What follows belongs to an exercise in optimizing a design on an open flow for small area; a production flow would make more cautious choices. Only simulation tests tie the RTL to the original design; equivalence was not proved. Power figures rest on the tool's default switching activity, not on a simulated workload.

Design MorseEncoder, start of the top module:
module MorseEncoder(
	input  logic       clk,
	input  logic       rst_n,
	input  logic [4:0] address,
	output logic [7:0] read_data,
	input  logic       write_enable,
	input  logic [7:0] write_data,
	output logic [6:0] leds
	);
	localparam logic [2:0] S_IDLE  = 3'd0;
	localparam logic [2:0] S_LOAD  = 3'd1;
	localparam logic [2:0] S_CHECK = 3'd2;
	localparam logic [2:0] S_ON    = 3'd3;
	localparam logic [2:0] S_SHORT = 3'd5;
	localparam logic [2:0] S_LONG  = 3'd6;
	localparam logic [2:0] S_FIN   = 3'd7;
	logic [7:0]  data [0:31];
	logic [2:0] state;
	logic [4:0] index;    
	logic [2:0] elem;     
	logic [8:0] tmr;      
	logic idle, wr, fin;
	assign idle = (state == S_IDLE);
	assign wr = idle && write_enable;
	assign fin = (state == S_FIN);
	logic [31:0] adec;
	always_comb for (int i = 0; i < 32; i++) adec[i] = (address == i);
	logic ready, clr;
	always_ff @(negedge rst_n or posedge clk) begin
		if (!rst_n) ready <= 1'b0;
		else ready <= 1'b1;
	end
	assign clr = fin || !ready;
	logic [31:0] we, hold;
	always_comb for (int i = 0; i < 32; i++) begin
		we[i] = wr && adec[i];
		hold[i] = !we[i] && !clr;
	end
	always_ff @(posedge clk) begin
		for (int i = 0; i < 32; i++)
			data[i] <= ({8{we[i]}} & write_data) | ({8{hold[i]}} & data[i]);
	end
	logic [31:0] isel;
	logic [7:0] ch;
	assign isel[0] = index == 5'd0;
	assign isel[1] = index == 5'd1;
	assign isel[2] = index == 5'd2;
	assign isel[3] = index == 5'd4;
	assign isel[4] = index == 5'd9;
	assign isel[5] = index == 5'd18;
	assign isel[6] = index == 5'd5;
	assign isel[7] = index == 5'd11;
	assign isel[8] = index == 5'd22;
	assign isel[9] = index == 5'd12;
	assign isel[10] = index == 5'd25;
	assign isel[11] = index == 5'd19;
	assign isel[12] = index == 5'd7;
	assign isel[13] = index == 5'd15;
  ...
For scale: about 1200 cells after synthesis, about 31 I/O pins.
clock: 10.0 ns
lec_check: 0
cap_margin: 20
core_margin: 2
core_utilization: 45
slew_margin: 20
standard.sh (not shown) runs the stock make flow with config.mk's settings and CLKGATE_MAP_FILE= SYNTH_SCRIPT=/design/flow/synth_recipe.tcl, a recipe that flattens the netlist after the stock synthesis.
==> flow/flow/run.sh <==
#!/bin/bash
# Standard ORFS layout (the standard.sh) with these changes:
#  - ports buffered with buf_1 and a lighter clock tree (clkbuf_4 clusters, no
#    dummy loads).
# Each tool's output goes to the ORFS logs under orfs/logs; make's own output
# goes to standard.log here.
set -euo pipefail
HERE=$PWD
ABC_SCRIPT=$HERE/flow/area.abc
# cells kept out of ABC's mapping: weak NOR-type cells that the later
# repair otherwise has to buffer or upsize
DONT="nor4_1 nor4b_1 nor4bb_1 nor3b_1 nor3_1"
EXTRA=""
for c in $DONT; do EXTRA="$EXTRA -dont_use sky130_fd_sc_hd__$c"; done
sed -e "s#log_cmd abc {\*}\$abc_args#log_cmd abc {*}[concat [lreplace \$abc_args 1 1 $ABC_SCRIPT] {$EXTRA}]#" \
    -e "s#^  extract_fa .*#  \# extract_fa skipped#" \
  "$FLOW_HOME/scripts/synth.tcl" > synth_area.tcl
grep -q "$ABC_SCRIPT" synth_area.tcl
grep -q "extract_fa skipped" synth_area.tcl
sed "s#source \$::env(SCRIPTS_DIR)/synth.tcl#source $HERE/synth_area.tcl#" synth_recipe.tcl > synth_recipe_area.tcl
grep -q "synth_area.tcl" synth_recipe_area.tcl
CTS="-sink_clustering_enable -repair_clock_nets -dont_use_dummy_load -buf_list sky130_fd_sc_hd__clkbuf_4 -sink_clustering_size 9 -sink_clustering_max_diameter 40"
bash standard.sh SYNTH_SCRIPT="$HERE/synth_recipe_area.tcl" \
  BUFFER_PORTS_ARGS="-buffer_cell sky130_fd_sc_hd__buf_1" \
  CTS_ARGS="$CTS" finish > standard.log 2>&1
==> flow/flow/area.abc <==
strash
&get -n
&fraig -x
&put
dc2
strash
&get -n
&dch -f
&nf -a -R 1000 -C 32 -p
&put
topo
stime -c
Change:
--- a/flow/flow/run.sh
+++ b/flow/flow/run.sh
@@ -10,5 +10,5 @@
 # cells kept out of ABC's mapping: weak NOR-type cells that the later
 # repair otherwise has to buffer or upsize
-DONT="nor4_1 nor4b_1 nor4bb_1 nor3b_1 nor3_1"
+DONT="nor4_1 nor4b_1 nor4bb_1 nor3b_1 nor3_1 nor2_1 a2111oi_0"
 EXTRA=""
 for c in $DONT; do EXTRA="$EXTRA -dont_use sky130_fd_sc_hd__$c"; done
=>
- clock skew came out higher by 0.027 ns
- cell area rises by 1.2%
- area after synthesis goes up by 1.5%
- total power is higher by about 2.7%
- combinational power climbs by 16%


Another version of the RTL of MorseEncoder (not shown whole).
Size: ~960 cells after synthesis, roughly 13000 um^2 of cells after synthesis.
// MorseEncoder
module MorseEncoder(
	input  logic       clk,
	input  logic       rst_n,
	input  logic [4:0] address,
	output logic [7:0] read_data,
	input  logic       write_enable,
	input  logic [7:0] write_data,
	output logic [6:0] leds
	);
	localparam logic [2:0] S_IDLE  = 3'd0;
	localparam logic [2:0] S_LOAD  = 3'd1;
	localparam logic [2:0] S_CHECK = 3'd2;
	localparam logic [2:0] S_ON    = 3'd3;
	localparam logic [2:0] S_SHORT = 3'd5;
	localparam logic [2:0] S_LONG  = 3'd6;
	localparam logic [2:0] S_FIN   = 3'd7;
	logic [7:0]  data [0:31];
	logic [31:0] valid;
	logic [2:0] state;
	logic [4:0] index;    
	logic [2:0] elem;     
	logic [8:0] tmr;      
	logic idle, wr;
	assign idle = (state == S_IDLE);
	assign wr = idle && write_enable;
	logic [31:0] adec;
	always_comb for (int i = 0; i < 32; i++) adec[i] = (address == i);
	always_ff @(posedge clk) begin
		for (int i = 0; i < 32; i++)
			if (wr && adec[i]) data[i] <= write_data;
	end
	always_ff @(negedge rst_n or posedge clk) begin
		if (!rst_n) valid <= 32'd0;
		else if (state == S_FIN) valid <= 32'd0;
		else for (int i = 0; i < 32; i++)
			if (wr && adec[i]) valid[i] <= 1'b1;
	end
	logic [31:0] asel, isel;
	logic [7:0] ch;
	assign asel[0] = valid[0] && adec[0];
	assign isel[0] = valid[0] && index == 5'd0;
	assign asel[1] = valid[1] && adec[1];
	assign isel[1] = valid[1] && index == 5'd1;
	assign asel[2] = valid[2] && adec[2];
	assign isel[2] = valid[2] && index == 5'd2;
	assign asel[3] = valid[3] && adec[3];
	assign isel[3] = valid[3] && index == 5'd4;
	assign asel[4] = valid[4] && adec[4];
	assign isel[4] = valid[4] && index == 5'd9;
	assign asel[5] = valid[5] && adec[5];
	assign isel[5] = valid[5] && index == 5'd18;
	assign asel[6] = valid[6] && adec[6];
	assign isel[6] = valid[6] && index == 5'd5;
	assign asel[7] = valid[7] && adec[7];
	assign isel[7] = valid[7] && index == 5'd11;
	assign asel[8] = valid[8] && adec[8];
	assign isel[8] = valid[8] && index == 5'd22;
	assign asel[9] = valid[9] && adec[9];
	assign isel[9] = valid[9] && index == 5'd12;
	assign asel[10] = valid[10] && adec[10];
	assign isel[10] = valid[10] && index == 5'd25;
  ...
==> flow/config.mk <==
export PLATFORM = sky130hd
export DESIGN_NAME = MorseEncoder
export DESIGN_NICKNAME = MorseEncoder
export VERILOG_FILES = /design/flow/design.v
export SDC_FILE = /design/flow/constraint.sdc
export NUM_CORES = 4
export LEC_CHECK = 0
export CAP_MARGIN = 0
export CORE_MARGIN = 2
export CORE_UTILIZATION = 45
export GPL_TIMING_DRIVEN = 0
export SLEW_MARGIN = 0
==> flow/constraint.sdc <==
create_clock -name core_clock -period 10.0 [get_ports {clk}]
set_input_delay 2.0000 -clock core_clock [delete_from_list [all_inputs] [get_ports {clk}]]
set_output_delay 2.0000 -clock core_clock [all_outputs]
set_load 0.01 [all_outputs]
==> flow/flow/run.sh <==
#!/bin/bash
# Standard ORFS layout (the standard.sh) with these changes:
#  - ports buffered with buf_1, a lighter clock tree (clkbuf_8 clusters, no
#    dummy loads), and power recovery (downsizing) after global routing.
# Each tool's output goes to the ORFS logs under orfs/logs; make's own output
# goes to standard.log here.
set -euo pipefail
HERE=$PWD
ABC_SCRIPT=$HERE/flow/area.abc
sed -e "s#log_cmd abc {\*}\$abc_args#log_cmd abc {*}[lreplace \$abc_args 1 1 $ABC_SCRIPT]#" \
    -e "s#^  extract_fa .*#  \# extract_fa skipped#" \
  "$FLOW_HOME/scripts/synth.tcl" > synth_area.tcl
grep -q "$ABC_SCRIPT" synth_area.tcl
grep -q "extract_fa skipped" synth_area.tcl
sed "s#source \$::env(SCRIPTS_DIR)/synth.tcl#source $HERE/synth_area.tcl#" synth_recipe.tcl > synth_recipe_area.tcl
grep -q "synth_area.tcl" synth_recipe_area.tcl
CTS="-sink_clustering_enable -repair_clock_nets -dont_use_dummy_load -buf_list sky130_fd_sc_hd__clkbuf_8 -sink_clustering_size 16 -sink_clustering_max_diameter 80"
bash standard.sh SYNTH_SCRIPT="$HERE/synth_recipe_area.tcl" \
  BUFFER_PORTS_ARGS="-buffer_cell sky130_fd_sc_hd__buf_1" \
  CTS_ARGS="$CTS" RECOVER_POWER=100 finish > standard.log 2>&1
Scripts as last shown in full above: flow/flow/area.abc
The first run ran to the end with violations: max-capacitance violations, max-slew violations.
Next try:
==> flow/flow/run.sh (replaced) <==
#!/bin/bash
# Standard ORFS layout (the standard.sh) with these changes:
#  - ports buffered with buf_1 and a lighter clock tree (clkbuf_8 clusters, no
#    dummy loads).
# Each tool's output goes to the ORFS logs under orfs/logs; make's own output
# goes to standard.log here.
set -euo pipefail
HERE=$PWD
ABC_SCRIPT=$HERE/flow/area.abc
sed -e "s#log_cmd abc {\*}\$abc_args#log_cmd abc {*}[lreplace \$abc_args 1 1 $ABC_SCRIPT]#" \
    -e "s#^  extract_fa .*#  \# extract_fa skipped#" \
  "$FLOW_HOME/scripts/synth.tcl" > synth_area.tcl
grep -q "$ABC_SCRIPT" synth_area.tcl
grep -q "extract_fa skipped" synth_area.tcl
sed "s#source \$::env(SCRIPTS_DIR)/synth.tcl#source $HERE/synth_area.tcl#" synth_recipe.tcl > synth_recipe_area.tcl
grep -q "synth_area.tcl" synth_recipe_area.tcl
CTS="-sink_clustering_enable -repair_clock_nets -dont_use_dummy_load -buf_list sky130_fd_sc_hd__clkbuf_8 -sink_clustering_size 14 -sink_clustering_max_diameter 60"
bash standard.sh SYNTH_SCRIPT="$HERE/synth_recipe_area.tcl" \
  BUFFER_PORTS_ARGS="-buffer_cell sky130_fd_sc_hd__buf_1" \
  CTS_ARGS="$CTS" finish > standard.log 2>&1
- CAP_MARGIN: 0 -> 20
- GPL_TIMING_DRIVEN: 0 -> unset
- SLEW_MARGIN: 0 -> 20
The new run completed without violations.
Total power came out higher by 2.9%.
Sequential cell count is unchanged.
Maximum frequency increases by about 8%.
Sequential power barely changes.
Via count rose by 1.7%.
Routed wire length goes up by 8.9%.
Cell count rose by 1.4%.
Next try:
==> flow/run.sh (new file) <==
#!/bin/bash
# synth_recipe.tcl (not shown) runs the flow's synth.tcl, then flattens the netlist and writes it again
# the make line also repeats each setting of config.mk as NAME=value (left out here)
make -C /OpenROAD-flow-scripts/flow DESIGN_CONFIG=/design/flow/config.mk WORK_HOME=/design/flow/orfs CLKGATE_MAP_FILE= SYNTH_SCRIPT=/design/flow/synth_recipe.tcl finish
- CAP_MARGIN: 20 -> 0
- CORE_UTILIZATION: 45 -> 40
- CTS_BUF_LIST: unset -> sky130_fd_sc_hd__clkbuf_8
- CTS_CLUSTER_SIZE: unset -> 30
- GPL_TIMING_DRIVEN: unset -> 0
- SLEW_MARGIN: 20 -> 0
removed: flow/flow/run.sh
removed: flow/flow/area.abc
removed: flow/standard.sh
What happened: Utilization went down by 4.0 points. Synthesized area went up by 14%. Global-route usage goes up by 3.8 points.
Next try:
==> flow/flow/run.sh (new file) <==
#!/bin/bash
set -e
bash standard.sh > standard.log 2>&1
==> flow/standard.sh (new file) <==
#!/bin/bash
# synth_recipe.tcl (not shown) runs the flow's synth.tcl, then flattens the netlist and writes it again
# the make line also repeats each setting of config.mk as NAME=value (left out here)
make -C /OpenROAD-flow-scripts/flow DESIGN_CONFIG=/design/flow/config.mk WORK_HOME=/design/flow/orfs CLKGATE_MAP_FILE= SYNTH_SCRIPT=/design/flow/synth_recipe.tcl "${@:-finish}"
- CAP_MARGIN: 0 -> 20
- CTS_BUF_LIST: sky130_fd_sc_hd__clkbuf_8 -> unset
- CTS_CLUSTER_SIZE: 30 -> unset
- GPL_TIMING_DRIVEN: 0 -> unset
- SLEW_MARGIN: 0 -> 20
removed: flow/run.sh
Outcome: Worst setup slack improves by 0.45 ns; count of clock-buffer cells in the layout fell by 11; wire length came out higher by 13%; total power rises by 1.4%; synthesized cell count stays the same; global-route usage went up by 5.2 points; die area does not change; non-clock buffer count drops by 61; first-iteration DRC count rose by 7.7%; design area falls by 2.5%.


MorseEncoder, a different RTL version from the one above (not shown whole).
For scale: about 1400 cells after synthesis, ~280 flip-flops, ~31 I/O pins.
export LEC_CHECK = 0
export CAP_MARGIN = 20
export CORE_MARGIN = 2
export CORE_UTILIZATION = 45
export SLEW_MARGIN = 20
create_clock -name core_clock -period 10.0 [get_ports {clk}]
==> flow/flow/run.sh <==
#!/bin/bash
# Standard ORFS layout (the standard.sh) with these changes:
#  - ports buffered with buf_1 and a lighter clock tree (clkbuf_8 clusters, no
#    dummy loads).
# Each tool's output goes to the ORFS logs under orfs/logs; make's own output
# goes to standard.log here.
set -euo pipefail
HERE=$PWD
ABC_SCRIPT=$HERE/flow/area.abc
# cells kept out of ABC's mapping: weak NOR-type cells that the later
# repair otherwise has to buffer or upsize
DONT="nor4_1 nor4b_1 nor4bb_1 nor3b_1 nor3_1 nor2_1 a2111oi_0"
EXTRA=""
for c in $DONT; do EXTRA="$EXTRA -dont_use sky130_fd_sc_hd__$c"; done
sed -e "s#log_cmd abc {\*}\$abc_args#log_cmd abc {*}[concat [lreplace \$abc_args 1 1 $ABC_SCRIPT] {$EXTRA}]#" \
    -e "s#^  extract_fa .*#  \# extract_fa skipped#" \
  "$FLOW_HOME/scripts/synth.tcl" > synth_area.tcl
grep -q "$ABC_SCRIPT" synth_area.tcl
grep -q "extract_fa skipped" synth_area.tcl
sed "s#source \$::env(SCRIPTS_DIR)/synth.tcl#source $HERE/synth_area.tcl#" synth_recipe.tcl > synth_recipe_area.tcl
grep -q "synth_area.tcl" synth_recipe_area.tcl
CTS="-sink_clustering_enable -repair_clock_nets -dont_use_dummy_load -buf_list sky130_fd_sc_hd__clkbuf_8 -sink_clustering_size 14 -sink_clustering_max_diameter 60"
bash standard.sh SYNTH_SCRIPT="$HERE/synth_recipe_area.tcl" \
  BUFFER_PORTS_ARGS="-buffer_cell sky130_fd_sc_hd__buf_1" \
  CTS_ARGS="$CTS" finish > standard.log 2>&1
==> flow/flow/area.abc <==
strash
&get -n
&fraig -x
&put
dc2
strash
&get -n
&dch -f
&nf -a -R 1000 -C 32 -p
&put
topo
stime -c
Rerun with:
--- a/flow/flow/run.sh
+++ b/flow/flow/run.sh
@@ -1,5 +1,5 @@
 #!/bin/bash
 # Standard ORFS layout (the standard.sh) with these changes:
-#  - ports buffered with buf_1 and a lighter clock tree (clkbuf_8 clusters, no
+#  - ports buffered with buf_1 and a lighter clock tree (clkbuf_4 clusters, no
 #    dummy loads).
 # Each tool's output goes to the ORFS logs under orfs/logs; make's own output
@@ -20,5 +20,5 @@
 sed "s#source \$::env(SCRIPTS_DIR)/synth.tcl#source $HERE/synth_area.tcl#" synth_recipe.tcl > synth_recipe_area.tcl
 grep -q "synth_area.tcl" synth_recipe_area.tcl
-CTS="-sink_clustering_enable -repair_clock_nets -dont_use_dummy_load -buf_list sky130_fd_sc_hd__clkbuf_8 -sink_clustering_size 14 -sink_clustering_max_diameter 60"
+CTS="-sink_clustering_enable -repair_clock_nets -dont_use_dummy_load -buf_list sky130_fd_sc_hd__clkbuf_4 -sink_clustering_size 9 -sink_clustering_max_diameter 40"
 bash standard.sh SYNTH_SCRIPT="$HERE/synth_recipe_area.tcl" \
   BUFFER_PORTS_ARGS="-buffer_cell sky130_fd_sc_hd__buf_1" \
What happened:
- The new run finished clean
- power decreases by 1.8%
- count of clock-buffer cells in the layout increases by 14
- utilization decreases by 0.30 points

[re-timing with driven ports]
The results above use ideal ports. As a check the final layouts listed here were re-extracted and re-timed, cells and wires unchanged. Step 1, drivers: a clkbuf_16 drives clk and a buf_2 each remaining input, both assumed. Step 2 also shifts input and output timing later by t, the mid clock arrival at the registers, as if the neighbouring blocks saw the same clock. Three values: ideal, step 1, step 2; two values: the first two.
run	t, ns	slack for setup (ns)	max-slew violations	cell pins on the clock port's net
the first run of note 1	0.684	2.787 / 2.747 / 2.747	0 / 0	1
the second run of note 1	0.726	2.670 / 2.642 / 2.642	0 / 0	1
the first run of note 2	0.619	2.624 / 2.603 / 2.603	317 / 318	1
the second run of note 2	0.651	3.157 / 3.132 / 3.132	0 / 0	1
the third run of note 2	0.736	1.941 / 1.913 / 1.913	0 / 0	1
the fourth run of note 2	0.609	2.390 / 2.367 / 2.367	0 / 0	1
the first run of note 3	0.647	3.415 / 3.390 / 3.390	0 / 0	1
the second run of note 3	0.716	3.370 / 3.345 / 3.345	0 / 0	1
The drivers bring new slew violations in the first run of note 2. For the first run of note 1, which loses most, drivers alone change the setup slack by -0.040 ns; drivers and shift together by -0.040 ns.
